This design comes from an exercise in tuning for small area and a short achievable clock period on the open sky130 flow, not from production work. No functional check of the RTL was part of any run shown here.

==> flow/design.v (outline; a module is shown in full before it is edited, if it fits) <==
// module Integrator: 923 lines
// module Integrator_fa: 6 lines
// module Integrator_ha: 6 lines
// module Integrator_xor: 5 lines
// module Integrator_maj: 5 lines
// module Integrator_mux: 5 lines
// module Integrator_aoi: 5 lines
// module Integrator_inv: 5 lines
// module Integrator_nand: 5 lines
// module Integrator_nor: 5 lines
// module Integrator_oai: 5 lines
// module Integrator_xnor: 5 lines
module Integrator
          (clk,
           reset,
           In,
           Out);
  // ...
==> flow/flow/run.sh <==
#!/bin/bash
# Layout flow: the standard synthesis and ORFS layout (standard.sh) with two
# changes to how the layout is made:
#  - the input and output ports get plain buffer cells (buffer_ports
#    -buffer_cell) instead of the delay cells buffer_ports picks by itself;
#  - clock tree synthesis adds no dummy loads (-dont_use_dummy_load); the
#    other CTS arguments are the ones ORFS builds from config.mk.
# Each step's full output goes to a log file here (ORFS keeps its own per-step
# logs under orfs/logs).
set -euo pipefail
export BUFFER_PORTS_ARGS="-buffer_cell sky130_fd_sc_hd__buf_2"
export CTS_ARGS="-sink_clustering_enable -repair_clock_nets -sink_clustering_size 30 -sink_clustering_max_diameter 100 -buf_list {sky130_fd_sc_hd__clkbuf_4 sky130_fd_sc_hd__clkbuf_8} -dont_use_dummy_load"
bash standard.sh synth > run_synth.log 2>&1
bash standard.sh > run_layout.log 2>&1
==> flow/standard.sh <==
#!/bin/bash
# synth_recipe.tcl (not shown) runs the flow's synth.tcl, then flattens the netlist and writes it again
# the make line also repeats each setting of config.mk as NAME=value (left out here)
make -C /OpenROAD-flow-scripts/flow DESIGN_CONFIG=/design/flow/config.mk WORK_HOME=/design/flow/orfs CLKGATE_MAP_FILE= SYNTH_SCRIPT=/design/flow/synth_recipe.tcl "${@:-finish}"
==> flow/config.mk <==
export PLATFORM = sky130hd
export DESIGN_NAME = Integrator
export DESIGN_NICKNAME = Integrator
export VERILOG_FILES = /design/flow/design.v
export SDC_FILE = /design/flow/constraint.sdc
export NUM_CORES = 4
export LEC_CHECK = 0
export CAP_MARGIN = 20
export CORE_MARGIN = 2
export CORE_UTILIZATION = 40
export CTS_BUF_LIST = sky130_fd_sc_hd__clkbuf_4 sky130_fd_sc_hd__clkbuf_8
export CTS_CLUSTER_DIAMETER = 100
export CTS_CLUSTER_SIZE = 30
export SETUP_SLACK_MARGIN = 4
export SLEW_MARGIN = 20
export SYNTH_HIERARCHICAL = 1
export SYNTH_MINIMUM_KEEP_SIZE = 0
==> flow/constraint.sdc <==
create_clock -name core_clock -period 14.0 [get_ports {clk}]
set_input_delay 2.8000 -clock core_clock [delete_from_list [all_inputs] [get_ports {clk}]]
set_output_delay 2.8000 -clock core_clock [all_outputs]
set_load 0.01 [all_outputs]
==> summary.txt, run 1 <==
run status=finished clean; total area of multi-input combinational cells=4220 sq um; leading cell types in the layout, fill and taps excluded=fa_1 (137), dfrtp_1 (87), inv_1 (63), nor2_1 (63), nand2_1 (53); CTS clk-pin slew, worst paths=0.08 ns; register area share after synthesis=32.1%; commonest cells in the netlist=fa_1 (137), dfrtp_1 (87), inv_1 (64), nor2_1 (63), nand2_1 (53); Clock Tree Root=clkbuf_8; final instance count without filler cells=813; Detailed Route WL=12,900 um; number of ordinary inverters in the final layout=64; TritonCTS buffer count=9; critical path depth=15; area fraction in compound gates after synthesis=6.42%; global placer's final weighted congestion=0.867; capture endpoint of the worst hold path=y2[8]$_DFF_PP0_; data required time of the worst path=11.20 ns; Placement Cell Area=just over 7000 sq um; DIE AREA=18,000 sq um; number of clock buffers in the layout=9; die boundary height=134 um; worst setup path end=Out[18]; multi-input combinational cell count=388; startpoint of the most critical hold path=y1[8]$_DFF_PP0_; endpoint type of the worst setup path=primary output; antenna violations before repair=0; largest registers ranked by flip-flop count=y1 x22, y2 x22
==> run 2: changes to the inputs <==
--- a/flow/design.v
+++ b/flow/design.v
@@ -401,472 +401,424 @@
   wire mt20_102;
   Integrator_nor u_mt20_102 (.a(ra20_41), .b(rb20_40), .y(mt20_102));
   wire mp21_103;
   Integrator_xor u_mp21_103 (.a(y2[21]), .b(rb21_42), .y(mp21_103));
   wire mg21_104;
   Integrator_nand u_mg21_104 (.a(y2[21]), .b(rb21_42), .y(mg21_104));
   wire mt21_105;
   Integrator_nor u_mt21_105 (.a(y2[21]), .b(rb21_42), .y(mt21_105));
-  wire n_106;
-  Integrator_inv u_n_106 (.a(mt1_45), .y(n_106));
-  wire n_107;
-  Integrator_inv u_n_107 (.a(mg1_44), .y(n_107));
-  wire g_108;
-  Integrator_aoi u_g_108 (.a(n_106), .b(1'b0), .c(n_107), .y(g_108));
-  wire t_109;
-  Integrator_nand u_t_109 (.a(n_106), .b(ra0_1), .y(t_109));
-  wire g_110;
-  Integrator_oai u_g_110 (.a(mt3_51), .b(mg2_47), .c(mg3_50), .y(g_110));
-  wire t_111;
-  Integrator_nor u_t_111 (.a(mt3_51), .b(mt2_48), .y(t_111));
-  wire g_112;
-  Integrator_oai u_g_112 (.a(mt5_57), .b(mg4_53), .c(mg5_56), .y(g_112));
-  wire t_113;
-  Integrator_nor u_t_113 (.a(mt5_57), .b(mt4_54), .y(t_113));
-  wire g_114;
-  Integrator_oai u_g_114 (.a(mt7_63), .b(mg6_59), .c(mg7_62), .y(g_114));
-  wire t_115;
-  Integrator_nor u_t_115 (.a(mt7_63), .b(mt6_60), .y(t_115));
-  wire g_116;
-  Integrator_oai u_g_116 (.a(mt9_69), .b(mg8_65), .c(mg9_68), .y(g_116));
-  wire t_117;
-  Integrator_nor u_t_117 (.a(mt9_69), .b(mt8_66), .y(t_117));
-  wire g_118;
-  Integrator_oai u_g_118 (.a(mt11_75), .b(mg10_71), .c(mg11_74), .y(g_118));
-  wire t_119;
-  Integrator_nor u_t_119 (.a(mt11_75), .b(mt10_72), .y(t_119));
-  wire g_120;
-  Integrator_oai u_g_120 (.a(mt13_81), .b(mg12_77), .c(mg13_80), .y(g_120));
-  wire t_121;
-  Integrator_nor u_t_121 (.a(mt13_81), .b(mt12_78), .y(t_121));
-  wire g_122;
-  Integrator_oai u_g_122 (.a(mt15_87), .b(mg14_83), .c(mg15_86), .y(g_122));
-  wire t_123;
-  Integrator_nor u_t_123 (.a(mt15_87), .b(mt14_84), .y(t_123));
-  wire g_124;
-  Integrator_oai u_g_124 (.a(mt17_93), .b(mg16_89), .c(mg17_92), .y(g_124));
-  wire t_125;
-  Integrator_nor u_t_125 (.a(mt17_93), .b(mt16_90), .y(t_125));
-  wire g_126;
-  Integrator_oai u_g_126 (.a(mt19_99), .b(mg18_95), .c(mg19_98), .y(g_126));
-  wire t_127;
-  Integrator_nor u_t_127 (.a(mt19_99), .b(mt18_96), .y(t_127));
+  wire g_106;
+  Integrator_oai u_g_106 (.a(mt1_45), .b(1'b1), .c(mg1_44), .y(g_106));
+  wire g_107;
+  Integrator_oai u_g_107 (.a(mt3_51), .b(mg2_47), .c(mg3_50), .y(g_107));
+  wire t_108;
+  Integrator_nor u_t_108 (.a(mt3_51), .b(mt2_48), .y(t_108));
+  wire g_109;
+  Integrator_oai u_g_109 (.a(mt5_57), .b(mg4_53), .c(mg5_56), .y(g_109));
+  wire t_110;
+  Integrator_nor u_t_110 (.a(mt5_57), .b(mt4_54), .y(t_110));
+  wire g_111;
+  Integrator_oai u_g_111 (.a(mt7_63), .b(mg6_59), .c(mg7_62), .y(g_111));
+  wire t_112;
+  Integrator_nor u_t_112 (.a(mt7_63), .b(mt6_60), .y(t_112));
+  wire g_113;
+  Integrator_oai u_g_113 (.a(mt9_69), .b(mg8_65), .c(mg9_68), .y(g_113));
+  wire t_114;
+  Integrator_nor u_t_114 (.a(mt9_69), .b(mt8_66), .y(t_114));
+  wire g_115;
+  Integrator_oai u_g_115 (.a(mt11_75), .b(mg10_71), .c(mg11_74), .y(g_115));
+  wire t_116;
+  Integrator_nor u_t_116 (.a(mt11_75), .b(mt10_72), .y(t_116));
+  wire g_117;
+  Integrator_oai u_g_117 (.a(mt13_81), .b(mg12_77), .c(mg13_80), .y(g_117));
+  wire t_118;
+  Integrator_nor u_t_118 (.a(mt13_81), .b(mt12_78), .y(t_118));
+  wire g_119;
+  Integrator_oai u_g_119 (.a(mt15_87), .b(mg14_83), .c(mg15_86), .y(g_119));
+  wire t_120;
+  Integrator_nor u_t_120 (.a(mt15_87), .b(mt14_84), .y(t_120));
+  wire g_121;
+  Integrator_oai u_g_121 (.a(mt17_93), .b(mg16_89), .c(mg17_92), .y(g_121));
+  wire t_122;
+  Integrator_nor u_t_122 (.a(mt17_93), .b(mt16_90), .y(t_122));
+  wire g_123;
+  Integrator_oai u_g_123 (.a(mt19_99), .b(mg18_95), .c(mg19_98), .y(g_123));
+  wire t_124;
+  Integrator_nor u_t_124 (.a(mt19_99), .b(mt18_96), .y(t_124));
+  wire g_125;
+  Integrator_oai u_g_125 (.a(mt21_105), .b(mg20_101), .c(mg21_104), .y(g_125));
+  wire t_126;
+  Integrator_nor u_t_126 (.a(mt21_105), .b(mt20_102), .y(t_126));
+  wire n_127;
+  Integrator_inv u_n_127 (.a(g_106), .y(n_127));
   wire g_128;
-  Integrator_oai u_g_128 (.a(mt21_105), .b(mg20_101), .c(mg21_104), .y(g_128));
-  wire t_129;
-  Integrator_nor u_t_129 (.a(mt21_105), .b(mt20_102), .y(t_129));
-  wire g_130;
-  Integrator_oai u_g_130 (.a(mt2_48), .b(g_108), .c(mg2_47), .y(g_130));
+  Integrator_oai u_g_128 (.a(mt2_48), .b(n_127), .c(mg2_47), .y(g_128));
+  wire g_129;
+  Integrator_aoi u_g_129 (.a(t_108), .b(g_106), .c(g_107), .y(g_129));
+  wire n_130;
+  Integrator_inv u_n_130 (.a(mt6_60), .y(n_130));
   wire n_131;
-  Integrator_inv u_n_131 (.a(g_108), .y(n_131));
+  Integrator_inv u_n_131 (.a(mg6_59), .y(n_131));
   wire g_132;
-  Integrator_aoi u_g_132 (.a(t_111), .b(n_131), .c(g_110), .y(g_132));
-  wire n_133;
-  Integrator_inv u_n_133 (.a(t_109), .y(n_133));
-  wire t_134;
-  Integrator_nand u_t_134 (.a(t_111), .b(n_133), .y(t_134));
-  wire n_135;
-  Integrator_inv u_n_135 (.a(mt6_60), .y(n_135));
+  Integrator_aoi u_g_132 (.a(n_130), .b(g_109), .c(n_131), .y(g_132));
+  wire t_133;
+  Integrator_nand u_t_133 (.a(n_130), .b(t_110), .y(t_133));
+  wire g_134;
+  Integrator_aoi u_g_134 (.a(t_112), .b(g_109), .c(g_111), .y(g_134));
+  wire t_135;
+  Integrator_nand u_t_135 (.a(t_112), .b(t_110), .y(t_135));
   wire n_136;
-  Integrator_inv u_n_136 (.a(mg6_59), .y(n_136));
-  wire g_137;
-  Integrator_aoi u_g_137 (.a(n_135), .b(g_112), .c(n_136), .y(g_137));
-  wire t_138;
-  Integrator_nand u_t_138 (.a(n_135), .b(t_113), .y(t_138));
-  wire g_139;
-  Integrator_aoi u_g_139 (.a(t_115), .b(g_112), .c(g_114), .y(g_139));
-  wire t_140;
-  Integrator_nand u_t_140 (.a(t_115), .b(t_113), .y(t_140));
-  wire n_141;
-  Integrator_inv u_n_141 (.a(mt10_72), .y(n_141));
+  Integrator_inv u_n_136 (.a(mt10_72), .y(n_136));
+  wire n_137;
+  Integrator_inv u_n_137 (.a(mg10_71), .y(n_137));
+  wire g_138;
+  Integrator_aoi u_g_138 (.a(n_136), .b(g_113), .c(n_137), .y(g_138));
+  wire t_139;
+  Integrator_nand u_t_139 (.a(n_136), .b(t_114), .y(t_139));
+  wire g_140;
+  Integrator_aoi u_g_140 (.a(t_116), .b(g_113), .c(g_115), .y(g_140));
+  wire t_141;
+  Integrator_nand u_t_141 (.a(t_116), .b(t_114), .y(t_141));
   wire n_142;
-  Integrator_inv u_n_142 (.a(mg10_71), .y(n_142));
-  wire g_143;
-  Integrator_aoi u_g_143 (.a(n_141), .b(g_116), .c(n_142), .y(g_143));
-  wire t_144;
-  Integrator_nand u_t_144 (.a(n_141), .b(t_117), .y(t_144));
-  wire g_145;
-  Integrator_aoi u_g_145 (.a(t_119), .b(g_116), .c(g_118), .y(g_145));
-  wire t_146;
-  Integrator_nand u_t_146 (.a(t_119), .b(t_117), .y(t_146));
-  wire n_147;
-  Integrator_inv u_n_147 (.a(mt14_84), .y(n_147));
+  Integrator_inv u_n_142 (.a(mt14_84), .y(n_142));
+  wire n_143;
+  Integrator_inv u_n_143 (.a(mg14_83), .y(n_143));
+  wire g_144;
+  Integrator_aoi u_g_144 (.a(n_142), .b(g_117), .c(n_143), .y(g_144));
+  wire t_145;
+  Integrator_nand u_t_145 (.a(n_142), .b(t_118), .y(t_145));
+  wire g_146;
+  Integrator_aoi u_g_146 (.a(t_120), .b(g_117), .c(g_119), .y(g_146));
+  wire t_147;
+  Integrator_nand u_t_147 (.a(t_120), .b(t_118), .y(t_147));
   wire n_148;
-  Integrator_inv u_n_148 (.a(mg14_83), .y(n_148));
-  wire g_149;
-  Integrator_aoi u_g_149 (.a(n_147), .b(g_120), .c(n_148), .y(g_149));
-  wire t_150;
-  Integrator_nand u_t_150 (.a(n_147), .b(t_121), .y(t_150));
-  wire g_151;
-  Integrator_aoi u_g_151 (.a(t_123), .b(g_120), .c(g_122), .y(g_151));
-  wire t_152;
-  Integrator_nand u_t_152 (.a(t_123), .b(t_121), .y(t_152));
-  wire n_153;
-  Integrator_inv u_n_153 (.a(mt18_96), .y(n_153));
-  wire n_154;
-  Integrator_inv u_n_154 (.a(mg18_95), .y(n_154));
-  wire g_155;
-  Integrator_aoi u_g_155 (.a(n_153), .b(g_124), .c(n_154), .y(g_155));
-  wire t_156;
-  Integrator_nand u_t_156 (.a(n_153), .b(t_125), .y(t_156));
+  Integrator_inv u_n_148 (.a(mt18_96), .y(n_148));
+  wire n_149;
+  Integrator_inv u_n_149 (.a(mg18_95), .y(n_149));
+  wire g_150;
+  Integrator_aoi u_g_150 (.a(n_148), .b(g_121), .c(n_149), .y(g_150));
+  wire t_151;
+  Integrator_nand u_t_151 (.a(n_148), .b(t_122), .y(t_151));
+  wire g_152;
+  Integrator_aoi u_g_152 (.a(t_124), .b(g_121), .c(g_123), .y(g_152));
+  wire t_153;
+  Integrator_nand u_t_153 (.a(t_124), .b(t_122), .y(t_153));
+  wire g_154;
+  Integrator_oai u_g_154 (.a(mt4_54), .b(g_129), .c(mg4_53), .y(g_154));
+  wire n_155;
+  Integrator_inv u_n_155 (.a(g_129), .y(n_155));
+  wire g_156;
+  Integrator_aoi u_g_156 (.a(t_110), .b(n_155), .c(g_109), .y(g_156));
   wire g_157;
-  Integrator_aoi u_g_157 (.a(t_127), .b(g_124), .c(g_126), .y(g_157));
-  wire t_158;
-  Integrator_nand u_t_158 (.a(t_127), .b(t_125), .y(t_158));
+  Integrator_oai u_g_157 (.a(t_133), .b(g_129), .c(g_132), .y(g_157));
+  wire g_158;
+  Integrator_oai u_g_158 (.a(t_135), .b(g_129), .c(g_134), .y(g_158));
   wire g_159;
-  Integrator_aoi u_g_159 (.a(t_111), .b(n_131), .c(g_110), .y(g_159));
-  wire g_160;
-  Integrator_aoi u_g_160 (.a(t_119), .b(g_116), .c(g_118), .y(g_160));
-  wire g_161;
-  Integrator_oai u_g_161 (.a(mt4_54), .b(g_132), .c(mg4_53), .y(g_161));
-  wire n_162;
-  Integrator_inv u_n_162 (.a(g_132), .y(n_162));
-  wire g_163;
-  Integrator_aoi u_g_163 (.a(t_113), .b(n_162), .c(g_112), .y(g_163));
-  wire g_164;
-  Integrator_oai u_g_164 (.a(t_138), .b(g_159), .c(g_137), .y(g_164));
+  Integrator_oai u_g_159 (.a(mt12_78), .b(g_140), .c(mg12_77), .y(g_159));
+  wire t_160;
+  Integrator_nor u_t_160 (.a(mt12_78), .b(t_141), .y(t_160));
+  wire n_161;
+  Integrator_inv u_n_161 (.a(g_140), .y(n_161));
+  wire g_162;
+  Integrator_aoi u_g_162 (.a(t_118), .b(n_161), .c(g_117), .y(g_162));
+  wire n_163;
+  Integrator_inv u_n_163 (.a(t_141), .y(n_163));
+  wire t_164;
+  Integrator_nand u_t_164 (.a(t_118), .b(n_163), .y(t_164));
   wire g_165;
-  Integrator_oai u_g_165 (.a(t_140), .b(g_159), .c(g_139), .y(g_165));
+  Integrator_oai u_g_165 (.a(t_145), .b(g_140), .c(g_144), .y(g_165));
   wire t_166;
-  Integrator_nor u_t_166 (.a(t_140), .b(t_134), .y(t_166));
+  Integrator_nor u_t_166 (.a(t_145), .b(t_141), .y(t_166));
   wire g_167;
-  Integrator_oai u_g_167 (.a(mt12_78), .b(g_145), .c(mg12_77), .y(g_167));
+  Integrator_oai u_g_167 (.a(t_147), .b(g_140), .c(g_146), .y(g_167));
   wire t_168;
-  Integrator_nor u_t_168 (.a(mt12_78), .b(t_146), .y(t_168));
-  wire n_169;
-  Integrator_inv u_n_169 (.a(g_145), .y(n_169));
-  wire g_170;
-  Integrator_aoi u_g_170 (.a(t_121), .b(n_169), .c(g_120), .y(g_170));
+  Integrator_nor u_t_168 (.a(t_147), .b(t_141), .y(t_168));
+  wire g_169;
+  Integrator_oai u_g_169 (.a(mt20_102), .b(g_152), .c(mg20_101), .y(g_169));
+  wire t_170;
+  Integrator_nor u_t_170 (.a(mt20_102), .b(t_153), .y(t_170));
   wire n_171;
-  Integrator_inv u_n_171 (.a(t_146), .y(n_171));
-  wire t_172;
-  Integrator_nand u_t_172 (.a(t_121), .b(n_171), .y(t_172));
-  wire g_173;
-  Integrator_oai u_g_173 (.a(t_150), .b(g_160), .c(g_149), .y(g_173));
+  Integrator_inv u_n_171 (.a(g_152), .y(n_171));
+  wire g_172;
+  Integrator_aoi u_g_172 (.a(t_126), .b(n_171), .c(g_125), .y(g_172));
+  wire n_173;
+  Integrator_inv u_n_173 (.a(t_153), .y(n_173));
   wire t_174;
-  Integrator_nor u_t_174 (.a(t_150), .b(t_146), .y(t_174));
+  Integrator_nand u_t_174 (.a(t_126), .b(n_173), .y(t_174));
   wire g_175;
-  Integrator_oai u_g_175 (.a(t_152), .b(g_160), .c(g_151), .y(g_175));
-  wire t_176;
-  Integrator_nor u_t_176 (.a(t_152), .b(t_146), .y(t_176));
+  Integrator_oai u_g_175 (.a(t_135), .b(g_129), .c(g_134), .y(g_175));
+  wire n_176;
+  Integrator_inv u_n_176 (.a(g_158), .y(n_176));
   wire g_177;
-  Integrator_oai u_g_177 (.a(mt20_102), .b(g_157), .c(mg20_101), .y(g_177));
-  wire t_178;
-  Integrator_nor u_t_178 (.a(mt20_102), .b(t_158), .y(t_178));
-  wire n_179;
-  Integrator_inv u_n_179 (.a(g_157), .y(n_179));
+  Integrator_oai u_g_177 (.a(mt8_66), .b(n_176), .c(mg8_65), .y(g_177));
+  wire g_178;
+  Integrator_aoi u_g_178 (.a(t_114), .b(g_158), .c(g_113), .y(g_178));
+  wire g_179;
+  Integrator_oai u_g_179 (.a(t_139), .b(n_176), .c(g_138), .y(g_179));
   wire g_180;
-  Integrator_aoi u_g_180 (.a(t_129), .b(n_179), .c(g_128), .y(g_180));
-  wire n_181;
-  Integrator_inv u_n_181 (.a(t_158), .y(n_181));
-  wire t_182;
-  Integrator_nand u_t_182 (.a(t_129), .b(n_181), .y(t_182));
+  Integrator_aoi u_g_180 (.a(n_163), .b(g_158), .c(n_161), .y(g_180));
+  wire g_181;
+  Integrator_aoi u_g_181 (.a(t_160), .b(g_175), .c(g_159), .y(g_181));
+  wire n_182;
+  Integrator_inv u_n_182 (.a(g_175), .y(n_182));
   wire g_183;
-  Integrator_oai u_g_183 (.a(t_140), .b(g_159), .c(g_139), .y(g_183));
+  Integrator_oai u_g_183 (.a(t_164), .b(n_182), .c(g_162), .y(g_183));
   wire g_184;
-  Integrator_oai u_g_184 (.a(t_140), .b(g_159), .c(g_139), .y(g_184));
-  wire n_185;
-  Integrator_inv u_n_185 (.a(g_165), .y(n_185));
+  Integrator_aoi u_g_184 (.a(t_166), .b(g_175), .c(g_165), .y(g_184));
+  wire g_185;
+  Integrator_aoi u_g_185 (.a(t_168), .b(g_175), .c(g_167), .y(g_185));
   wire g_186;
-  Integrator_oai u_g_186 (.a(mt8_66), .b(n_185), .c(mg8_65), .y(g_186));
+  Integrator_aoi u_g_186 (.a(t_168), .b(g_175), .c(g_167), .y(g_186));
   wire g_187;
-  Integrator_aoi u_g_187 (.a(t_117), .b(g_165), .c(g_116), .y(g_187));
-  wire g_188;
-  Integrator_oai u_g_188 (.a(t_144), .b(n_185), .c(g_143), .y(g_188));
+  Integrator_oai u_g_187 (.a(mt16_90), .b(g_185), .c(mg16_89), .y(g_187));
+  wire n_188;
+  Integrator_inv u_n_188 (.a(g_185), .y(n_188));
   wire g_189;
-  Integrator_aoi u_g_189 (.a(n_171), .b(g_183), .c(n_169), .y(g_189));
+  Integrator_aoi u_g_189 (.a(t_122), .b(n_188), .c(g_121), .y(g_189));
   wire g_190;
-  Integrator_aoi u_g_190 (.a(t_168), .b(g_183), .c(g_167), .y(g_190));
-  wire n_191;
-  Integrator_inv u_n_191 (.a(g_183), .y(n_191));
-  wire g_192;
-  Integrator_oai u_g_192 (.a(t_172), .b(n_191), .c(g_170), .y(g_192));
+  Integrator_oai u_g_190 (.a(t_151), .b(g_185), .c(g_150), .y(g_190));
+  wire g_191;
+  Integrator_oai u_g_191 (.a(t_153), .b(g_186), .c(g_152), .y(g_191));
+  wire n_192;
+  Integrator_inv u_n_192 (.a(g_186), .y(n_192));
   wire g_193;
-  Integrator_aoi u_g_193 (.a(t_174), .b(g_184), .c(g_173), .y(g_193));
+  Integrator_aoi u_g_193 (.a(t_170), .b(n_192), .c(g_169), .y(g_193));
   wire g_194;
-  Integrator_aoi u_g_194 (.a(t_176), .b(g_184), .c(g_175), .y(g_194));
-  wire t_195;
-  Integrator_nand u_t_195 (.a(t_176), .b(t_166), .y(t_195));
-  wire g_196;
-  Integrator_aoi u_g_196 (.a(t_176), .b(g_184), .c(g_175), .y(g_196));
-  wire g_197;
-  Integrator_oai u_g_197 (.a(mt16_90), .b(g_194), .c(mg16_89), .y(g_197));
-  wire n_198;
-  Integrator_inv u_n_198 (.a(g_194), .y(n_198));
-  wire g_199;
-  Integrator_aoi u_g_199 (.a(t_125), .b(n_198), .c(g_124), .y(g_199));
-  wire g_200;
-  Integrator_oai u_g_200 (.a(t_156), .b(g_194), .c(g_155), .y(g_200));
-  wire g_201;
-  Integrator_oai u_g_201 (.a(t_158), .b(g_196), .c(g_157), .y(g_201));
-  wire n_202;
-  Integrator_inv u_n_202 (.a(g_196), .y(n_202));
-  wire g_203;
-  Integrator_aoi u_g_203 (.a(t_178), .b(n_202), .c(g_177), .y(g_203));
-  wire g_204;
-  Integrator_oai u_g_204 (.a(t_182), .b(g_196), .c(g_180), .y(g_204));
-  wire sum1_205;
-  Integrator_xor u_sum1_205 (.a(mp1_43), .b(1'b0), .y(sum1_205));
-  wire sum2_206;
-  Integrator_xor u_sum2_206 (.a(mp2_46), .b(n_131), .y(sum2_206));
-  wire sum3_207;
-  Integrator_xor u_sum3_207 (.a(mp3_49), .b(g_130), .y(sum3_207));
-  wire sum4_208;
-  Integrator_xor u_sum4_208 (.a(mp4_52), .b(n_162), .y(sum4_208));
-  wire sum5_209;
-  Integrator_xor u_sum5_209 (.a(mp5_55), .b(g_161), .y(sum5_209));
-  wire sum6_210;
-  Integrator_xnor u_sum6_210 (.a(mp6_58), .b(g_163), .y(sum6_210));
-  wire sum7_211;
-  Integrator_xor u_sum7_211 (.a(mp7_61), .b(g_164), .y(sum7_211));
-  wire sum8_212;
-  Integrator_xor u_sum8_212 (.a(mp8_64), .b(g_165), .y(sum8_212));
-  wire sum9_213;
-  Integrator_xor u_sum9_213 (.a(mp9_67), .b(g_186), .y(sum9_213));
-  wire sum10_214;
-  Integrator_xnor u_sum10_214 (.a(mp10_70), .b(g_187), .y(sum10_214));
-  wire sum11_215;
-  Integrator_xor u_sum11_215 (.a(mp11_73), .b(g_188), .y(sum11_215));
-  wire sum12_216;
-  Integrator_xnor u_sum12_216 (.a(mp12_76), .b(g_189), .y(sum12_216));
-  wire sum13_217;
-  Integrator_xnor u_sum13_217 (.a(mp13_79), .b(g_190), .y(sum13_217));
-  wire sum14_218;
-  Integrator_xor u_sum14_218 (.a(mp14_82), .b(g_192), .y(sum14_218));
-  wire sum15_219;
-  Integrator_xnor u_sum15_219 (.a(mp15_85), .b(g_193), .y(sum15_219));
-  wire sum16_220;
-  Integrator_xor u_sum16_220 (.a(mp16_88), .b(n_198), .y(sum16_220));
-  wire sum17_221;
-  Integrator_xor u_sum17_221 (.a(mp17_91), .b(g_197), .y(sum17_221));
-  wire sum18_222;
-  Integrator_xnor u_sum18_222 (.a(mp18_94), .b(g_199), .y(sum18_222));
-  wire sum19_223;
-  Integrator_xor u_sum19_223 (.a(mp19_97), .b(g_200), .y(sum19_223));
-  wire sum20_224;
-  Integrator_xor u_sum20_224 (.a(mp20_100), .b(g_201), .y(sum20_224));
-  wire kt0_225;
-  Integrator_nor u_kt0_225 (.a(ts[0]), .b(tc[0]), .y(kt0_225));
-  wire kt1_226;
-  Integrator_nor u_kt1_226 (.a(ts[1]), .b(tc[1]), .y(kt1_226));
-  wire kt2_227;
-  Integrator_nor u_kt2_227 (.a(ts[2]), .b(tc[2]), .y(kt2_227));
-  wire kt3_228;
-  Integrator_nor u_kt3_228 (.a(ts[3]), .b(tc[3]), .y(kt3_228));
-  wire kt4_229;
-  Integrator_nor u_kt4_229 (.a(ts[4]), .b(tc[4]), .y(kt4_229));
-  wire kt5_230;
-  Integrator_nor u_kt5_230 (.a(ts[5]), .b(tc[5]), .y(kt5_230));
-  wire kt6_231;
-  Integrator_nor u_kt6_231 (.a(ts[6]), .b(tc[6]), .y(kt6_231));
-  wire kt7_232;
-  Integrator_nor u_kt7_232 (.a(ts[7]), .b(tc[7]), .y(kt7_232));
-  wire kt8_233;
-  Integrator_nor u_kt8_233 (.a(ts[8]), .b(tc[8]), .y(kt8_233));
-  wire kt9_234;
-  Integrator_nor u_kt9_234 (.a(ts[9]), .b(tc[9]), .y(kt9_234));
-  wire kt10_235;
-  Integrator_nor u_kt10_235 (.a(ts[10]), .b(tc[10]), .y(kt10_235));
-  wire kt11_236;
-  Integrator_nor u_kt11_236 (.a(ts[11]), .b(tc[11]), .y(kt11_236));
-  wire kt12_237;
-  Integrator_nor u_kt12_237 (.a(ts[12]), .b(tc[12]), .y(kt12_237));
-  wire kt13_238;
-  Integrator_nor u_kt13_238 (.a(ts[13]), .b(tc[13]), .y(kt13_238));
-  wire kt14_239;
-  Integrator_nor u_kt14_239 (.a(ts[14]), .b(tc[14]), .y(kt14_239));
-  wire kt15_240;
-  Integrator_nor u_kt15_240 (.a(ts[15]), .b(tc[15]), .y(kt15_240));
-  wire kt16_241;
-  Integrator_nor u_kt16_241 (.a(ts[16]), .b(tc[16]), .y(kt16_241));
-  wire kt17_242;
-  Integrator_nor u_kt17_242 (.a(ts[17]), .b(tc[17]), .y(kt17_242));
-  wire kt18_243;
-  Integrator_nor u_kt18_243 (.a(ts[18]), .b(tc[18]), .y(kt18_243));
-  wire kt19_244;
-  Integrator_nor u_kt19_244 (.a(ts[19]), .b(tc[19]), .y(kt19_244));
-  wire kg0_245;
-  Integrator_nand u_kg0_245 (.a(ts[0]), .b(tc[0]), .y(kg0_245));
-  wire kg1_246;
-  Integrator_nand u_kg1_246 (.a(ts[1]), .b(tc[1]), .y(kg1_246));
-  wire kg2_247;
-  Integrator_nand u_kg2_247 (.a(ts[2]), .b(tc[2]), .y(kg2_247));
-  wire kg3_248;
-  Integrator_nand u_kg3_248 (.a(ts[3]), .b(tc[3]), .y(kg3_248));
-  wire kg4_249;
-  Integrator_nand u_kg4_249 (.a(ts[4]), .b(tc[4]), .y(kg4_249));
-  wire kg5_250;
-  Integrator_nand u_kg5_250 (.a(ts[5]), .b(tc[5]), .y(kg5_250));
-  wire kg6_251;
-  Integrator_nand u_kg6_251 (.a(ts[6]), .b(tc[6]), .y(kg6_251));
-  wire kg7_252;
-  Integrator_nand u_kg7_252 (.a(ts[7]), .b(tc[7]), .y(kg7_252));
-  wire kg8_253;
-  Integrator_nand u_kg8_253 (.a(ts[8]), .b(tc[8]), .y(kg8_253));
-  wire kg9_254;
-  Integrator_nand u_kg9_254 (.a(ts[9]), .b(tc[9]), .y(kg9_254));
-  wire kg10_255;
-  Integrator_nand u_kg10_255 (.a(ts[10]), .b(tc[10]), .y(kg10_255));
-  wire kg11_256;
-  Integrator_nand u_kg11_256 (.a(ts[11]), .b(tc[11]), .y(kg11_256));
-  wire kg12_257;
-  Integrator_nand u_kg12_257 (.a(ts[12]), .b(tc[12]), .y(kg12_257));
-  wire kg13_258;
-  Integrator_nand u_kg13_258 (.a(ts[13]), .b(tc[13]), .y(kg13_258));
-  wire kg14_259;
-  Integrator_nand u_kg14_259 (.a(ts[14]), .b(tc[14]), .y(kg14_259));
-  wire kg15_260;
-  Integrator_nand u_kg15_260 (.a(ts[15]), .b(tc[15]), .y(kg15_260));
-  wire kg16_261;
-  Integrator_nand u_kg16_261 (.a(ts[16]), .b(tc[16]), .y(kg16_261));
-  wire kg17_262;
-  Integrator_nand u_kg17_262 (.a(ts[17]), .b(tc[17]), .y(kg17_262));
-  wire kg18_263;
-  Integrator_nand u_kg18_263 (.a(ts[18]), .b(tc[18]), .y(kg18_263));
-  wire kg19_264;
-  Integrator_nand u_kg19_264 (.a(ts[19]), .b(tc[19]), .y(kg19_264));
-  wire g_265;
-  Integrator_oai u_g_265 (.a(kt1_226), .b(kg0_245), .c(kg1_246), .y(g_265));
-  wire t_266;
-  Integrator_nor u_t_266 (.a(kt1_226), .b(kt0_225), .y(t_266));
-  wire g_267;
-  Integrator_oai u_g_267 (.a(kt3_228), .b(kg2_247), .c(kg3_248), .y(g_267));
-  wire t_268;
-  Integrator_nor u_t_268 (.a(kt3_228), .b(kt2_227), .y(t_268));
-  wire g_269;
-  Integrator_oai u_g_269 (.a(kt5_230), .b(kg4_249), .c(kg5_250), .y(g_269));
-  wire t_270;
-  Integrator_nor u_t_270 (.a(kt5_230), .b(kt4_229), .y(t_270));
-  wire g_271;
-  Integrator_oai u_g_271 (.a(kt7_232), .b(kg6_251), .c(kg7_252), .y(g_271));
-  wire t_272;
-  Integrator_nor u_t_272 (.a(kt7_232), .b(kt6_231), .y(t_272));
-  wire g_273;
-  Integrator_oai u_g_273 (.a(kt9_234), .b(kg8_253), .c(kg9_254), .y(g_273));
-  wire t_274;
-  Integrator_nor u_t_274 (.a(kt9_234), .b(kt8_233), .y(t_274));
+  Integrator_oai u_g_194 (.a(t_174), .b(g_186), .c(g_172), .y(g_194));
+  wire sum1_195;
+  Integrator_xor u_sum1_195 (.a(mp1_43), .b(1'b0), .y(sum1_195));
+  wire sum2_196;
+  Integrator_xor u_sum2_196 (.a(mp2_46), .b(g_106), .y(sum2_196));
+  wire sum3_197;
+  Integrator_xor u_sum3_197 (.a(mp3_49), .b(g_128), .y(sum3_197));
+  wire sum4_198;
+  Integrator_xor u_sum4_198 (.a(mp4_52), .b(n_155), .y(sum4_198));
+  wire sum5_199;
+  Integrator_xor u_sum5_199 (.a(mp5_55), .b(g_154), .y(sum5_199));
+  wire sum6_200;
+  Integrator_xnor u_sum6_200 (.a(mp6_58), .b(g_156), .y(sum6_200));
+  wire sum7_201;
+  Integrator_xor u_sum7_201 (.a(mp7_61), .b(g_157), .y(sum7_201));
+  wire sum8_202;
+  Integrator_xor u_sum8_202 (.a(mp8_64), .b(g_158), .y(sum8_202));
+  wire sum9_203;
+  Integrator_xor u_sum9_203 (.a(mp9_67), .b(g_177), .y(sum9_203));
+  wire sum10_204;
+  Integrator_xnor u_sum10_204 (.a(mp10_70), .b(g_178), .y(sum10_204));
+  wire sum11_205;
+  Integrator_xor u_sum11_205 (.a(mp11_73), .b(g_179), .y(sum11_205));
+  wire sum12_206;
+  Integrator_xnor u_sum12_206 (.a(mp12_76), .b(g_180), .y(sum12_206));
+  wire sum13_207;
+  Integrator_xnor u_sum13_207 (.a(mp13_79), .b(g_181), .y(sum13_207));
+  wire sum14_208;
+  Integrator_xor u_sum14_208 (.a(mp14_82), .b(g_183), .y(sum14_208));
+  wire sum15_209;
+  Integrator_xnor u_sum15_209 (.a(mp15_85), .b(g_184), .y(sum15_209));
+  wire sum16_210;
+  Integrator_xor u_sum16_210 (.a(mp16_88), .b(n_188), .y(sum16_210));
+  wire sum17_211;
+  Integrator_xor u_sum17_211 (.a(mp17_91), .b(g_187), .y(sum17_211));
+  wire sum18_212;
+  Integrator_xnor u_sum18_212 (.a(mp18_94), .b(g_189), .y(sum18_212));
+  wire sum19_213;
+  Integrator_xor u_sum19_213 (.a(mp19_97), .b(g_190), .y(sum19_213));
+  wire sum20_214;
+  Integrator_xor u_sum20_214 (.a(mp20_100), .b(g_191), .y(sum20_214));
+  wire kt0_215;
+  Integrator_nor u_kt0_215 (.a(ts[0]), .b(tc[0]), .y(kt0_215));
+  wire kt1_216;
+  Integrator_nor u_kt1_216 (.a(ts[1]), .b(tc[1]), .y(kt1_216));
+  wire kt2_217;
+  Integrator_nor u_kt2_217 (.a(ts[2]), .b(tc[2]), .y(kt2_217));
+  wire kt3_218;
+  Integrator_nor u_kt3_218 (.a(ts[3]), .b(tc[3]), .y(kt3_218));
+  wire kt4_219;
+  Integrator_nor u_kt4_219 (.a(ts[4]), .b(tc[4]), .y(kt4_219));
+  wire kt5_220;
+  Integrator_nor u_kt5_220 (.a(ts[5]), .b(tc[5]), .y(kt5_220));
+  wire kt6_221;
+  Integrator_nor u_kt6_221 (.a(ts[6]), .b(tc[6]), .y(kt6_221));
+  wire kt7_222;
+  Integrator_nor u_kt7_222 (.a(ts[7]), .b(tc[7]), .y(kt7_222));
+  wire kt8_223;
+  Integrator_nor u_kt8_223 (.a(ts[8]), .b(tc[8]), .y(kt8_223));
+  wire kt9_224;
+  Integrator_nor u_kt9_224 (.a(ts[9]), .b(tc[9]), .y(kt9_224));
+  wire kt10_225;
+  Integrator_nor u_kt10_225 (.a(ts[10]), .b(tc[10]), .y(kt10_225));
+  wire kt11_226;
+  Integrator_nor u_kt11_226 (.a(ts[11]), .b(tc[11]), .y(kt11_226));
+  wire kt12_227;
+  Integrator_nor u_kt12_227 (.a(ts[12]), .b(tc[12]), .y(kt12_227));
+  wire kt13_228;
+  Integrator_nor u_kt13_228 (.a(ts[13]), .b(tc[13]), .y(kt13_228));
+  wire kt14_229;
+  Integrator_nor u_kt14_229 (.a(ts[14]), .b(tc[14]), .y(kt14_229));
+  wire kt15_230;
+  Integrator_nor u_kt15_230 (.a(ts[15]), .b(tc[15]), .y(kt15_230));
+  wire kt16_231;
+  Integrator_nor u_kt16_231 (.a(ts[16]), .b(tc[16]), .y(kt16_231));
+  wire kt17_232;
+  Integrator_nor u_kt17_232 (.a(ts[17]), .b(tc[17]), .y(kt17_232));
+  wire kt18_233;
+  Integrator_nor u_kt18_233 (.a(ts[18]), .b(tc[18]), .y(kt18_233));
+  wire kt19_234;
+  Integrator_nor u_kt19_234 (.a(ts[19]), .b(tc[19]), .y(kt19_234));
+  wire kg0_235;
+  Integrator_nand u_kg0_235 (.a(ts[0]), .b(tc[0]), .y(kg0_235));
+  wire kg1_236;
+  Integrator_nand u_kg1_236 (.a(ts[1]), .b(tc[1]), .y(kg1_236));
+  wire kg2_237;
+  Integrator_nand u_kg2_237 (.a(ts[2]), .b(tc[2]), .y(kg2_237));
+  wire kg3_238;
+  Integrator_nand u_kg3_238 (.a(ts[3]), .b(tc[3]), .y(kg3_238));
+  wire kg4_239;
+  Integrator_nand u_kg4_239 (.a(ts[4]), .b(tc[4]), .y(kg4_239));
+  wire kg5_240;
+  Integrator_nand u_kg5_240 (.a(ts[5]), .b(tc[5]), .y(kg5_240));
+  wire kg6_241;
+  Integrator_nand u_kg6_241 (.a(ts[6]), .b(tc[6]), .y(kg6_241));
+  wire kg7_242;
+  Integrator_nand u_kg7_242 (.a(ts[7]), .b(tc[7]), .y(kg7_242));
+  wire kg8_243;
+  Integrator_nand u_kg8_243 (.a(ts[8]), .b(tc[8]), .y(kg8_243));
+  wire kg9_244;
+  Integrator_nand u_kg9_244 (.a(ts[9]), .b(tc[9]), .y(kg9_244));
+  wire kg10_245;
+  Integrator_nand u_kg10_245 (.a(ts[10]), .b(tc[10]), .y(kg10_245));
+  wire kg11_246;
+  Integrator_nand u_kg11_246 (.a(ts[11]), .b(tc[11]), .y(kg11_246));
+  wire kg12_247;
+  Integrator_nand u_kg12_247 (.a(ts[12]), .b(tc[12]), .y(kg12_247));
+  wire kg13_248;
+  Integrator_nand u_kg13_248 (.a(ts[13]), .b(tc[13]), .y(kg13_248));
+  wire kg14_249;
+  Integrator_nand u_kg14_249 (.a(ts[14]), .b(tc[14]), .y(kg14_249));
+  wire kg15_250;
+  Integrator_nand u_kg15_250 (.a(ts[15]), .b(tc[15]), .y(kg15_250));
+  wire kg16_251;
+  Integrator_nand u_kg16_251 (.a(ts[16]), .b(tc[16]), .y(kg16_251));
+  wire kg17_252;
+  Integrator_nand u_kg17_252 (.a(ts[17]), .b(tc[17]), .y(kg17_252));
+  wire kg18_253;
+  Integrator_nand u_kg18_253 (.a(ts[18]), .b(tc[18]), .y(kg18_253));
+  wire kg19_254;
+  Integrator_nand u_kg19_254 (.a(ts[19]), .b(tc[19]), .y(kg19_254));
+  wire g_255;
+  Integrator_oai u_g_255 (.a(kt1_216), .b(kg0_235), .c(kg1_236), .y(g_255));
+  wire g_256;
+  Integrator_oai u_g_256 (.a(kt3_218), .b(kg2_237), .c(kg3_238), .y(g_256));
+  wire t_257;
+  Integrator_nor u_t_257 (.a(kt3_218), .b(kt2_217), .y(t_257));
+  wire g_258;
+  Integrator_oai u_g_258 (.a(kt5_220), .b(kg4_239), .c(kg5_240), .y(g_258));
+  wire t_259;
+  Integrator_nor u_t_259 (.a(kt5_220), .b(kt4_219), .y(t_259));
+  wire g_260;
+  Integrator_oai u_g_260 (.a(kt7_222), .b(kg6_241), .c(kg7_242), .y(g_260));
+  wire t_261;
+  Integrator_nor u_t_261 (.a(kt7_222), .b(kt6_221), .y(t_261));
+  wire g_262;
+  Integrator_oai u_g_262 (.a(kt9_224), .b(kg8_243), .c(kg9_244), .y(g_262));
+  wire t_263;
+  Integrator_nor u_t_263 (.a(kt9_224), .b(kt8_223), .y(t_263));
+  wire g_264;
+  Integrator_oai u_g_264 (.a(kt11_226), .b(kg10_245), .c(kg11_246), .y(g_264));
+  wire t_265;
+  Integrator_nor u_t_265 (.a(kt11_226), .b(kt10_225), .y(t_265));
+  wire g_266;
+  Integrator_oai u_g_266 (.a(kt13_228), .b(kg12_247), .c(kg13_248), .y(g_266));
+  wire t_267;
+  Integrator_nor u_t_267 (.a(kt13_228), .b(kt12_227), .y(t_267));
+  wire g_268;
+  Integrator_oai u_g_268 (.a(kt15_230), .b(kg14_249), .c(kg15_250), .y(g_268));
+  wire t_269;
+  Integrator_nor u_t_269 (.a(kt15_230), .b(kt14_229), .y(t_269));
+  wire g_270;
+  Integrator_oai u_g_270 (.a(kt17_232), .b(kg16_251), .c(kg17_252), .y(g_270));
+  wire t_271;
+  Integrator_nor u_t_271 (.a(kt17_232), .b(kt16_231), .y(t_271));
+  wire g_272;
+  Integrator_oai u_g_272 (.a(kt19_234), .b(kg18_253), .c(kg19_254), .y(g_272));
+  wire t_273;
+  Integrator_nor u_t_273 (.a(kt19_234), .b(kt18_233), .y(t_273));
+  wire g_274;
+  Integrator_aoi u_g_274 (.a(t_257), .b(g_255), .c(g_256), .y(g_274));
   wire g_275;
-  Integrator_oai u_g_275 (.a(kt11_236), .b(kg10_255), .c(kg11_256), .y(g_275));
+  Integrator_aoi u_g_275 (.a(t_261), .b(g_258), .c(g_260), .y(g_275));
   wire t_276;
-  Integrator_nor u_t_276 (.a(kt11_236), .b(kt10_235), .y(t_276));
+  Integrator_nand u_t_276 (.a(t_261), .b(t_259), .y(t_276));
   wire g_277;
-  Integrator_oai u_g_277 (.a(kt13_238), .b(kg12_257), .c(kg13_258), .y(g_277));
+  Integrator_aoi u_g_277 (.a(t_265), .b(g_262), .c(g_264), .y(g_277));
   wire t_278;
-  Integrator_nor u_t_278 (.a(kt13_238), .b(kt12_237), .y(t_278));
+  Integrator_nand u_t_278 (.a(t_265), .b(t_263), .y(t_278));
   wire g_279;
-  Integrator_oai u_g_279 (.a(kt15_240), .b(kg14_259), .c(kg15_260), .y(g_279));
+  Integrator_aoi u_g_279 (.a(t_269), .b(g_266), .c(g_268), .y(g_279));
   wire t_280;
-  Integrator_nor u_t_280 (.a(kt15_240), .b(kt14_239), .y(t_280));
+  Integrator_nand u_t_280 (.a(t_269), .b(t_267), .y(t_280));
   wire g_281;
-  Integrator_oai u_g_281 (.a(kt17_242), .b(kg16_261), .c(kg17_262), .y(g_281));
+  Integrator_aoi u_g_281 (.a(t_273), .b(g_270), .c(g_272), .y(g_281));
   wire t_282;
-  Integrator_nor u_t_282 (.a(kt17_242), .b(kt16_241), .y(t_282));
+  Integrator_nand u_t_282 (.a(t_273), .b(t_271), .y(t_282));
   wire g_283;
-  Integrator_oai u_g_283 (.a(kt19_244), .b(kg18_263), .c(kg19_264), .y(g_283));
-  wire t_284;
-  Integrator_nor u_t_284 (.a(kt19_244), .b(kt18_243), .y(t_284));
-  wire g_285;
-  Integrator_aoi u_g_285 (.a(t_268), .b(g_265), .c(g_267), .y(g_285));
-  wire t_286;
-  Integrator_nand u_t_286 (.a(t_268), .b(t_266), .y(t_286));
-  wire g_287;
-  Integrator_aoi u_g_287 (.a(t_272), .b(g_269), .c(g_271), .y(g_287));
-  wire t_288;
-  Integrator_nand u_t_288 (.a(t_272), .b(t_270), .y(t_288));
+  Integrator_oai u_g_283 (.a(t_276), .b(g_274), .c(g_275), .y(g_283));
+  wire g_284;
+  Integrator_oai u_g_284 (.a(t_280), .b(g_277), .c(g_279), .y(g_284));
+  wire t_285;
+  Integrator_nor u_t_285 (.a(t_280), .b(t_278), .y(t_285));
+  wire g_286;
+  Integrator_aoi u_g_286 (.a(t_285), .b(g_283), .c(g_284), .y(g_286));
+  wire n_287;
+  Integrator_inv u_n_287 (.a(g_283), .y(n_287));
+  wire g_288;
+  Integrator_oai u_g_288 (.a(t_278), .b(n_287), .c(g_277), .y(g_288));
   wire g_289;
-  Integrator_aoi u_g_289 (.a(t_276), .b(g_273), .c(g_275), .y(g_289));
-  wire t_290;
-  Integrator_nand u_t_290 (.a(t_276), .b(t_274), .y(t_290));
+  Integrator_oai u_g_289 (.a(t_282), .b(g_286), .c(g_281), .y(g_289));
+  wire n_290;
+  Integrator_inv u_n_290 (.a(g_274), .y(n_290));
   wire g_291;
-  Integrator_aoi u_g_291 (.a(t_280), .b(g_277), .c(g_279), .y(g_291));
-  wire t_292;
-  Integrator_nand u_t_292 (.a(t_280), .b(t_278), .y(t_292));
+  Integrator_aoi u_g_291 (.a(t_259), .b(n_290), .c(g_258), .y(g_291));
+  wire g_292;
+  Integrator_aoi u_g_292 (.a(t_263), .b(g_283), .c(g_262), .y(g_292));
   wire g_293;
-  Integrator_aoi u_g_293 (.a(t_284), .b(g_281), .c(g_283), .y(g_293));
-  wire t_294;
-  Integrator_nand u_t_294 (.a(t_284), .b(t_282), .y(t_294));
+  Integrator_aoi u_g_293 (.a(t_267), .b(g_288), .c(g_266), .y(g_293));
+  wire n_294;
+  Integrator_inv u_n_294 (.a(g_286), .y(n_294));
   wire g_295;
-  Integrator_oai u_g_295 (.a(t_288), .b(g_285), .c(g_287), .y(g_295));
-  wire t_296;
-  Integrator_nor u_t_296 (.a(t_288), .b(t_286), .y(t_296));
+  Integrator_aoi u_g_295 (.a(t_271), .b(n_294), .c(g_270), .y(g_295));
+  wire n_296;
+  Integrator_inv u_n_296 (.a(g_255), .y(n_296));
   wire g_297;
-  Integrator_oai u_g_297 (.a(t_292), .b(g_289), .c(g_291), .y(g_297));
-  wire t_298;
-  Integrator_nor u_t_298 (.a(t_292), .b(t_290), .y(t_298));
+  Integrator_oai u_g_297 (.a(kt2_217), .b(n_296), .c(kg2_237), .y(g_297));
+  wire g_298;
+  Integrator_oai u_g_298 (.a(kt4_219), .b(g_274), .c(kg4_239), .y(g_298));
   wire g_299;
-  Integrator_aoi u_g_299 (.a(t_298), .b(g_295), .c(g_297), .y(g_299));
-  wire t_300;
-  Integrator_nand u_t_300 (.a(t_298), .b(t_296), .y(t_300));
-  wire n_301;
-  Integrator_inv u_n_301 (.a(t_290), .y(n_301));
+  Integrator_oai u_g_299 (.a(kt6_221), .b(g_291), .c(kg6_241), .y(g_299));
+  wire g_300;
+  Integrator_oai u_g_300 (.a(kt8_223), .b(n_287), .c(kg8_243), .y(g_300));
+  wire g_301;
+  Integrator_oai u_g_301 (.a(kt10_225), .b(g_292), .c(kg10_245), .y(g_301));
   wire n_302;
-  Integrator_inv u_n_302 (.a(g_289), .y(n_302));
+  Integrator_inv u_n_302 (.a(g_288), .y(n_302));
   wire g_303;
-  Integrator_aoi u_g_303 (.a(n_301), .b(g_295), .c(n_302), .y(g_303));
-  wire t_304;
-  Integrator_nand u_t_304 (.a(n_301), .b(t_296), .y(t_304));
+  Integrator_oai u_g_303 (.a(kt12_227), .b(n_302), .c(kg12_247), .y(g_303));
+  wire g_304;
+  Integrator_oai u_g_304 (.a(kt14_229), .b(g_293), .c(kg14_249), .y(g_304));
   wire g_305;
-  Integrator_oai u_g_305 (.a(t_294), .b(g_299), .c(g_293), .y(g_305));
-  wire n_306;
-  Integrator_inv u_n_306 (.a(g_285), .y(n_306));
-  wire g_307;
-  Integrator_aoi u_g_307 (.a(t_270), .b(n_306), .c(g_269), .y(g_307));
-  wire n_308;
-  Integrator_inv u_n_308 (.a(t_286), .y(n_308));
-  wire t_309;
-  Integrator_nand u_t_309 (.a(t_270), .b(n_308), .y(t_309));
-  wire g_310;
-  Integrator_aoi u_g_310 (.a(t_274), .b(g_295), .c(g_273), .y(g_310));
-  wire t_311;
-  Integrator_nand u_t_311 (.a(t_274), .b(t_296), .y(t_311));
-  wire n_312;
-  Integrator_inv u_n_312 (.a(g_303), .y(n_312));
-  wire g_313;
-  Integrator_aoi u_g_313 (.a(t_278), .b(n_312), .c(g_277), .y(g_313));
-  wire n_314;
-  Integrator_inv u_n_314 (.a(t_304), .y(n_314));
-  wire t_315;
-  Integrator_nand u_t_315 (.a(t_278), .b(n_314), .y(t_315));
-  wire n_316;
-  Integrator_inv u_n_316 (.a(g_299), .y(n_316));
-  wire g_317;
-  Integrator_aoi u_g_317 (.a(t_282), .b(n_316), .c(g_281), .y(g_317));
-  wire n_318;
-  Integrator_inv u_n_318 (.a(t_300), .y(n_318));
-  wire t_319;
-  Integrator_nand u_t_319 (.a(t_282), .b(n_318), .y(t_319));
-  wire n_320;
-  Integrator_inv u_n_320 (.a(g_265), .y(n_320));
-  wire g_321;
-  Integrator_oai u_g_321 (.a(kt2_227), .b(n_320), .c(kg2_247), .y(g_321));
-  wire g_322;
-  Integrator_oai u_g_322 (.a(kt4_229), .b(g_285), .c(kg4_249), .y(g_322));
-  wire g_323;
-  Integrator_oai u_g_323 (.a(kt6_231), .b(g_307), .c(kg6_251), .y(g_323));
-  wire n_324;
-  Integrator_inv u_n_324 (.a(g_295), .y(n_324));
-  wire g_325;
-  Integrator_oai u_g_325 (.a(kt8_233), .b(n_324), .c(kg8_253), .y(g_325));
-  wire g_326;
-  Integrator_oai u_g_326 (.a(kt10_235), .b(g_310), .c(kg10_255), .y(g_326));
-  wire g_327;
-  Integrator_oai u_g_327 (.a(kt12_237), .b(g_303), .c(kg12_257), .y(g_327));
-  wire g_328;
-  Integrator_oai u_g_328 (.a(kt14_239), .b(g_313), .c(kg14_259), .y(g_328));
-  wire g_329;
-  Integrator_oai u_g_329 (.a(kt16_241), .b(g_299), .c(kg16_261), .y(g_329));
-  wire g_330;
-  Integrator_oai u_g_330 (.a(kt18_243), .b(g_317), .c(kg18_263), .y(g_330));
-  wire flip = (ts[20] ^ tc[20]) | (g_305 ^ ts[20]);
-  wire pf_331;
-  Integrator_xor u_pf_331 (.a(mp21_103), .b(flip), .y(pf_331));
-  wire top_332;
-  Integrator_xnor u_top_332 (.a(pf_331), .b(g_203), .y(top_332));
-  wire [21:0] y = {top_332, sum20_224, sum19_223, sum18_222, sum17_221, sum16_220, sum15_219, sum14_218, sum13_217, sum12_216, sum11_215, sum10_214, sum9_213, sum8_212, sum7_211, sum6_210, sum5_209, sum4_208, sum3_207, sum2_206, sum1_205, ra0_1};
+  Integrator_oai u_g_305 (.a(kt16_231), .b(g_286), .c(kg16_251), .y(g_305));
+  wire g_306;
+  Integrator_oai u_g_306 (.a(kt18_233), .b(g_295), .c(kg18_253), .y(g_306));
+  wire flip = (ts[20] ^ tc[20]) | (g_289 ^ ts[20]);
+  wire pf_307;
+  Integrator_xor u_pf_307 (.a(mp21_103), .b(flip), .y(pf_307));
+  wire top_308;
+  Integrator_xnor u_top_308 (.a(pf_307), .b(g_193), .y(top_308));
+  wire [21:0] y = {top_308, sum20_214, sum19_213, sum18_212, sum17_211, sum16_210, sum15_209, sum14_208, sum13_207, sum12_206, sum11_205, sum10_204, sum9_203, sum8_202, sum7_201, sum6_200, sum5_199, sum4_198, sum3_197, sum2_196, sum1_195, ra0_1};
   wire [20:0] v_next;
   assign v_next[0] = x1[0];
   wire vk1;
   assign v_next[1] = x1[1] ^ x[0];
   assign vk1 = x1[1] | ~x[0];
   wire vk2;
   Integrator_fa u_vl2 (.a(x1[2]), .b(~x[1]), .c(vk1), .s(v_next[2]), .co(vk2));
   wire vk3;
==> run 2 against run 1 <==
  * Die area is 0.48% lower
  * Sequential share of layout area increased by 0.14 points
  * Hold slack better by 0.0034 ns
  * Still clean on timing, DRC and antenna
  * First-iteration DRC count decreased by 30%
  * Non-clock buffer count is the same
  * Critical path depth down 1
  * Utilization about the same
  * Register-to-register slack gained 0.06 ns
  * Clock skew is 0.014 ns higher
==> summary.txt, run 2 <==
Worst Setup Path Type=in -> out; Final Net Count=765; fraction of the core area covered by cells at the end of the flow=43.8%; post-layout min period=9.42 ns; Highest Clock Rate=106 MHz; Synth Instances=550; share of post-route cells with drive strength above 1=13.6%; Register-to-Register Path Depth=15; Max Cap Violations=0; Setup TNS=0 ns; clk sink count=87; final slew viol count=0; DIE AREA=17,900 sq um (-0.48%); dominant cell by count in the synthesized netlist=fa_1; number of top-level pins=46; TritonCTS buffer count=9 (unchanged); Die Span X=approximately 130 um; Via Count=3,777; final period utilization=67.3%; commonest cells in the netlist=fa_1 (137), dfrtp_1 (87), nor2_1 (63), inv_1 (62), nand2_1 (53); async set-or-reset flop fraction in the synthesized netlist=between 90% and 100%; Buffers on Ports=44; wire length per cell after detailed routing=15.7 um; Setup Viol. Count Final=0; startpoint of the most critical hold path=y1[9]$_DFF_PP0_; run status=finished clean; reg2reg end=y1[17]$_DFF_PP0_; worst flop-to-flop path startpoint=vc$_DFF_PP0_; data arrival at the endpoint of the critical path=6.62 ns; maximum number of pins on one net before global-route repair=53; adder-cell share of the synthesized area=43.2%; CTS clk-pin slew, worst paths=0.06 ns (-0.02 ns); area inside the core boundary=16,500 sq um; number of hold violations in the final report=0; TritonCTS clock tree=done; number of register bits inferred by synthesis=87; number of buffers added to fix hold violations after cts=0; Detailed Route WL=12,700 um (-1.6%); antenna cell count=0; maximum clock skew at final layout=~0.042 ns; number of warnings printed during yosys synthesis=7; Clock Path Buffers=2; Max H-tree Level=3; post-synthesis area per instance=around 12 sq um; critical path fanouts, max=4; effective utilization at floorplan=between 40% and 50%; grt total ovfl=0; commonest register cell after synthesis=dfrtp_1; cell row count=47; WHS Path Cells=0; initial detailed-routing violation count=between 100 and 150; wire length of the first global-routing pass=21,900 um; total area of multi-input combinational cells=4200 sq um (-0.62%); area fraction in and, or, nand and nor cells after synthesis=6.62%; post-route DRC violation count=0; global placer's final weighted congestion=0.863 (-0.48%); Area growth, synth to finish=7.19%; Worst Tran Pin Value=0.729 ns; most common library cell in the layout ignoring fill and taps=fa_1; detailed-placement wirelength estimate=11,100 um; global router's overall resource usage=16.2%; unrepaired setup endpoints after global routing=false; drt pass-1 iters=4; endpoint type of the worst setup path=primary output; area fraction in compound gates after synthesis=6.06% (-0.36 points); remaining antenna violation count after routing=0; Clock Tree Root=clkbuf_8; CP startpoint kind=input port; Resized Gates After CTS=0; largest cells by area after synthesis=fa_1 (41%), dfrtp_1 (32%), xor2_1 (4.7%); Post-Synth XOR/XNOR Area=5.84%; max_slew headroom=51.1%; post-synth design cell area=6750 sq um; register area share after synthesis=32.3% (+0.16 points); via count of the first global-routing pass=between 4,000 and 5,000; antenna violations before repair=0 (unchanged); vias per std cell=4.67; flop2flop setup slack=about 8.4 ns; largest registers ranked by flip-flop count=y1 x22, y2 x22; post-synth top area cell=fa_1; fill cell total of the finished layout=1,544; Post-CTS Setup Repair Bufs=0; data required time of the worst path=11.20 ns (about the same); Post-synth EDFFs=0; type of the tightest min-delay check=reg -> reg; clock insertion delay at the later pin of the skew report=0.39 ns; leading cell types in the layout, fill and taps excluded=fa_1 (137), dfrtp_1 (87), nor2_1 (63); number of distinct library cell variants in the gate-level netlist after synthesis=14; sequential standard cell area=2180 sq um; post-synth top area share=40.6%; capture endpoint of the worst hold path=y2[9]$_DFF_PP0_; dominant combinational cell family by area after synthesis=adder cells; share of synthesized area spent on multiplexers=0%; die boundary height=134 um (-0.24%)
==> run 2: cell type report <==
cell class                 instances  area share [%]
sequential                        87            30.1
timing repair buffer              45            3.15
inverter                          62            3.23
clock buffer                       9            1.71
tap                              220            3.80
multi-input combinational        385            58.0
==> run 2: worst max-delay path, cell delays in order <==
cell,delay [ns]
buf_2,0.14
inv_1,0.26
fa_1,0.49
fa_1,0.51
fa_1,0.46
fa_1,0.56
nor2_1,0.07
nor2_1,0.24
nand2_1,0.12
nor2_1,0.21
a21oi_2,0.12
o21ai_1,0.20
xor2_1,0.27
buf_2,0.19
==> run 2: worst max path at each step <==
stage	from	endpoint	cells after the start	slack [ns]
floorplan	In[13]	Out[18]	14	5.17
global placement	In[6]	Out[17]	14	4.66
detailed placement	In[9]	Out[17]	14	4.58
CTS	In[9]	Out[17]	14	4.57
global route	In[6]	Out[17]	14	4.32
finish	In[6]	Out[17]	14	4.58
==> run 2: cell families (layout without fill, tap and decap cells) <==
group | Yosys count | count (layout)
buf+inv | 84 | 116
fa+ha+maj | 151 | 151
simple gates | 118 | 118
flops | 87 | 87
other cells | 2 | 8
compound gates | 63 | 63
xor+xnor | 45 | 45
==> run 2: modules after synthesis, one instance, submodules excluded <==
| module | cells inside | flops+latches |
|---|---|---|
| Integrator_inv | 1 | 0 |
| Integrator_fa | 1 | 0 |
| Integrator_nor | 1 | 0 |
| Integrator_aoi | 1 | 0 |
| Integrator_ha | 1 | 0 |
| Integrator_xnor | 1 | 0 |
| Integrator | 163 | 87 |
| Integrator_nand | 1 | 0 |
| Integrator_oai | 1 | 0 |
| Integrator_xor | 1 | 0 |
==> run 2: through the flow <==
step / cells / hold slack, ns / instance area, sq um / setup WS [ns]
global route: 808 / 0.355 / 7240 / 4.32
detailed placement: 799 / 0.336 / 7110 / 4.58
floorplan: 556 / 0.331 / 6770 / 5.17
finish: 808 / 0.348 / 7240 / 4.58
CTS: 808 / 0.351 / 7240 / 4.57
global placement: 799 / 0.332 / 7110 / 4.66
==> run 2: layer usage <==
layer	up-vias	track usage [%]	wire (um)
met3	10	3.48	515
met4	0	4.08	146
met1	1982	21.8	5510
li1	1715	-	-
met5	-	0	0
met2	70	26.9	6500
==> run 3: changes to the inputs <==
--- a/flow/flow/run.sh
+++ b/flow/flow/run.sh
@@ -9,5 +9,5 @@
 # logs under orfs/logs).
 set -euo pipefail
-export BUFFER_PORTS_ARGS="-buffer_cell sky130_fd_sc_hd__buf_2"
+export BUFFER_PORTS_ARGS="-buffer_cell sky130_fd_sc_hd__buf_1"
 export CTS_ARGS="-sink_clustering_enable -repair_clock_nets -sink_clustering_size 30 -sink_clustering_max_diameter 100 -buf_list {sky130_fd_sc_hd__clkbuf_4 sky130_fd_sc_hd__clkbuf_8} -dont_use_dummy_load"
 bash standard.sh synth > run_synth.log 2>&1
==> run 3 against run 2 <==
  * Still clean on timing, DRC and antenna
  * Global-route usage increased by 0.14 points
  * Critical path depth stayed put
  * Via count is 0.29% lower
  * Clock skew shrank 0.00097 ns
  * Design area decreased by 0.76%
  * Die area stayed put
  * Hold slack got worse by 0.017 ns
  * Critical path type unchanged
==> summary.txt, run 3 <==
run status=finished clean; post-synth top area cell=fa_1; commonest cells in the netlist=fa_1 (137), dfrtp_1 (87), nor2_1 (63), inv_1 (62), nand2_1 (53); antenna cell count=0 (unchanged); Highest Clock Rate=105 MHz (-1.1%); commonest register cell after synthesis=dfrtp_1; Setup TNS=0 ns (unchanged); number of register bits inferred by synthesis=87 (unchanged); die boundary height=134 um (unchanged); worst flop-to-flop path startpoint=vc$_DFF_PP0_; final instance count without filler cells=808 (unchanged); largest cells by area after synthesis=fa_1 (41%), dfrtp_1 (32%), xor2_1 (4.7%); DIE AREA=17,900 sq um (unchanged); global router's overall resource usage=16.3% (+0.14 points); TritonCTS buffer count=9 (unchanged); clock insertion delay at the later pin of the skew report=0.39 ns (about the same); Max Cap Violations=0 (unchanged); Max H-tree Level=3 (unchanged); Via Count=3,766 (-0.29%); effective utilization at floorplan=40.8% (unchanged); number of hold violations in the final report=0 (unchanged); grt total ovfl=0 (unchanged); type of the tightest min-delay check=reg -> reg; number of buffers added to fix hold violations after cts=0 (unchanged); Resized Gates After CTS=0 (unchanged); CP startpoint kind=input port; largest registers ranked by flip-flop count=y1 x22, y2 x22; global placer's final weighted congestion=0.864 (about the same); post-route DRC violation count=0 (unchanged); Buffers on Ports=44 (unchanged); drt pass-1 iters=4 (unchanged); max_slew headroom=55.6% (+4.5 points); remaining antenna violation count after routing=0 (unchanged); Post-synth EDFFs=0 (unchanged); post-layout min period=9.53 ns (+0.104 ns); Post-CTS Setup Repair Bufs=0 (unchanged); fraction of the core area covered by cells at the end of the flow=43.5% (-0.33 points); Final Net Count=765 (unchanged); unrepaired setup endpoints after global routing=false; critical path fanouts, max=4 (unchanged); clk sink count=87 (unchanged); Worst Setup Path Type=in -> out; via count of the first global-routing pass=4,436 (+2.7%); CTS clk-pin slew, worst paths=0.09 ns (+0.03 ns); maximum number of pins on one net before global-route repair=54 (+1.9%); leading cell types in the layout, fill and taps excluded=fa_1 (137), dfrtp_1 (87), nor2_1 (63); vias per std cell=4.66 (-0.29%); Clock Tree Root=clkbuf_8; cell row count=47 (unchanged); wire length of the first global-routing pass=22,300 um (+2.1%); Crit. Startpoint=In[2]; endpoint type of the worst setup path=primary output; number of top-level pins=46 (unchanged); share of post-route cells with drive strength above 1=6.12% (-7.5 points); initial detailed-routing violation count=166 (+28%); post-synth design cell area=6750 sq um (unchanged); area inside the core boundary=16,500 sq um (unchanged); Clock Path Buffers=2 (unchanged); async set-or-reset flop fraction in the synthesized netlist=100% (unchanged); number of distinct library cell variants in the gate-level netlist after synthesis=14 (unchanged); data required time of the worst path=11.20 ns (about the same); Setup Viol. Count Final=0 (unchanged); TritonCTS clock tree=done; maximum clock skew at final layout=0.0410 ns (-0.000970 ns); post-synth top area share=40.6% (unchanged); register area share after synthesis=32.3% (unchanged); detailed-placement wirelength estimate=11,100 um (+0.11%); flop2flop setup slack=8.38 ns (about the same); Worst Tran Pin Value=0.666 ns (-0.0630 ns)
-- run 3: cell count changes in the layout (fill, tap and decap cells not counted) --
| cell | delta |
|---|---|
| buf_1 | +44 |
| buf_2 | -44 |
-- run 3: layer usage --
metal  GRT usage (%)  up-vias  share of wire [%]
met5               0        -                  0
met4            5.38        0                2.0
met3            3.63       18                3.6
met2            26.4       66                 50
met1            22.0     1966                 44
li1                -     1716                  -
-- run 3: worst max-delay path, stage by stage --
cell and delay [ns]:
buf_1 0.22, inv_1 0.22, fa_1 0.49, fa_1 0.54
fa_1 0.48, fa_1 0.58, nor2_1 0.07, nor2_1 0.17
nand2_1 0.15, nor2_1 0.24, a21oi_2 0.11, o21ai_1 0.19
xor2_1 0.27, buf_1 0.19
-- run 3: logic make-up (layout without fill, tap and decap cells) --
kind of cell	after synthesis	in the layout	share of synthesized area, %
AO/OA/AOI/OAI	63	63	6.06
AND/OR/NAND/NOR	118	118	6.62
XOR/XNOR	45	45	5.84
flip-flops	87	87	32.3
buffers and inverters	84	116	5.89
adder cells (fa/ha/maj)	151	151	43.2
other	2	8	0.111
-- run 3: cell type report --
| type | count | area, sq um | share of cell area, % |
|---|---|---|---|
| sequential | 87 | 2180 | 30.3 |
| tap | 220 | 275 | 3.83 |
| multi-input combinational | 385 | 4200 | 58.5 |
| inverter | 62 | 234 | 3.26 |
| timing repair buffer | 45 | 173 | 2.40 |
| clock buffer | 9 | 124 | 1.73 |
-- run 3: final timing paths --
check,to,depth (start not counted)
worst min-delay path,y2[17]$_DFF_PP0_,0
min in group asynchronous,y1[18]$_DFF_PP0_,2
worst max-delay path,Out[17],14
worst min register to register,y2[17]$_DFF_PP0_,0
max in group asynchronous,y1[1]$_DFF_PP0_,3
worst max register to register,y1[17]$_DFF_PP0_,15
-- run 3: through the flow --
stage	cell area, sq um	setup slack [ns]	hold slack, ns
3_3_place_gp	7060	4.56	0.332
5_1_grt	7180	4.19	0.349
4_1_cts	7180	4.49	0.344
2_1_floorplan	6770	5.17	0.331
6_report	7180	4.47	0.331
3_5_place_dp	7060	4.50	0.336
-- run 3: Yosys stat by module (local to each module, per instance) --
module	cells	flip-flops and latches
Integrator_oai	1	0
Integrator_xor	1	0
Integrator_inv	1	0
Integrator_nand	1	0
Integrator_nor	1	0
Integrator_xnor	1	0
Integrator	163	87
Integrator_aoi	1	0
Integrator_fa	1	0
Integrator_ha	1	0

-- static timing again, ports no longer ideal --
In the flow no input, the clock included, has a driving cell. The finished layouts below were timed again as built, in two steps. Step 1, drivers: a clkbuf_16 drives clk and a buf_2 each remaining input, both assumed. Step 2 also shifts input and output timing later by t, the mid clock arrival at the registers, as if the neighbouring blocks saw the same clock. Slacks: ideal / step 1 / step 2; pairs: ideal / step 1.
run	t, ns	setup slack, ns	worst setup path at the end	clock arrival spread, ns	worst slew at a driven data input, ns
run 1	0.399	4.565 / 4.542 / 4.542	input to output	0.028 / 0.027	0.04
run 2	0.411	4.578 / 4.557 / 4.557	input to output	0.042 / 0.042	0.03
run 3	0.406	4.474 / 4.446 / 4.446	input to output	0.048 / 0.047	0.04
After both steps every run listed still meets setup and hold. The setup slack of run 3, which loses most, moves by -0.028 ns with the drivers and by -0.028 ns with both steps.
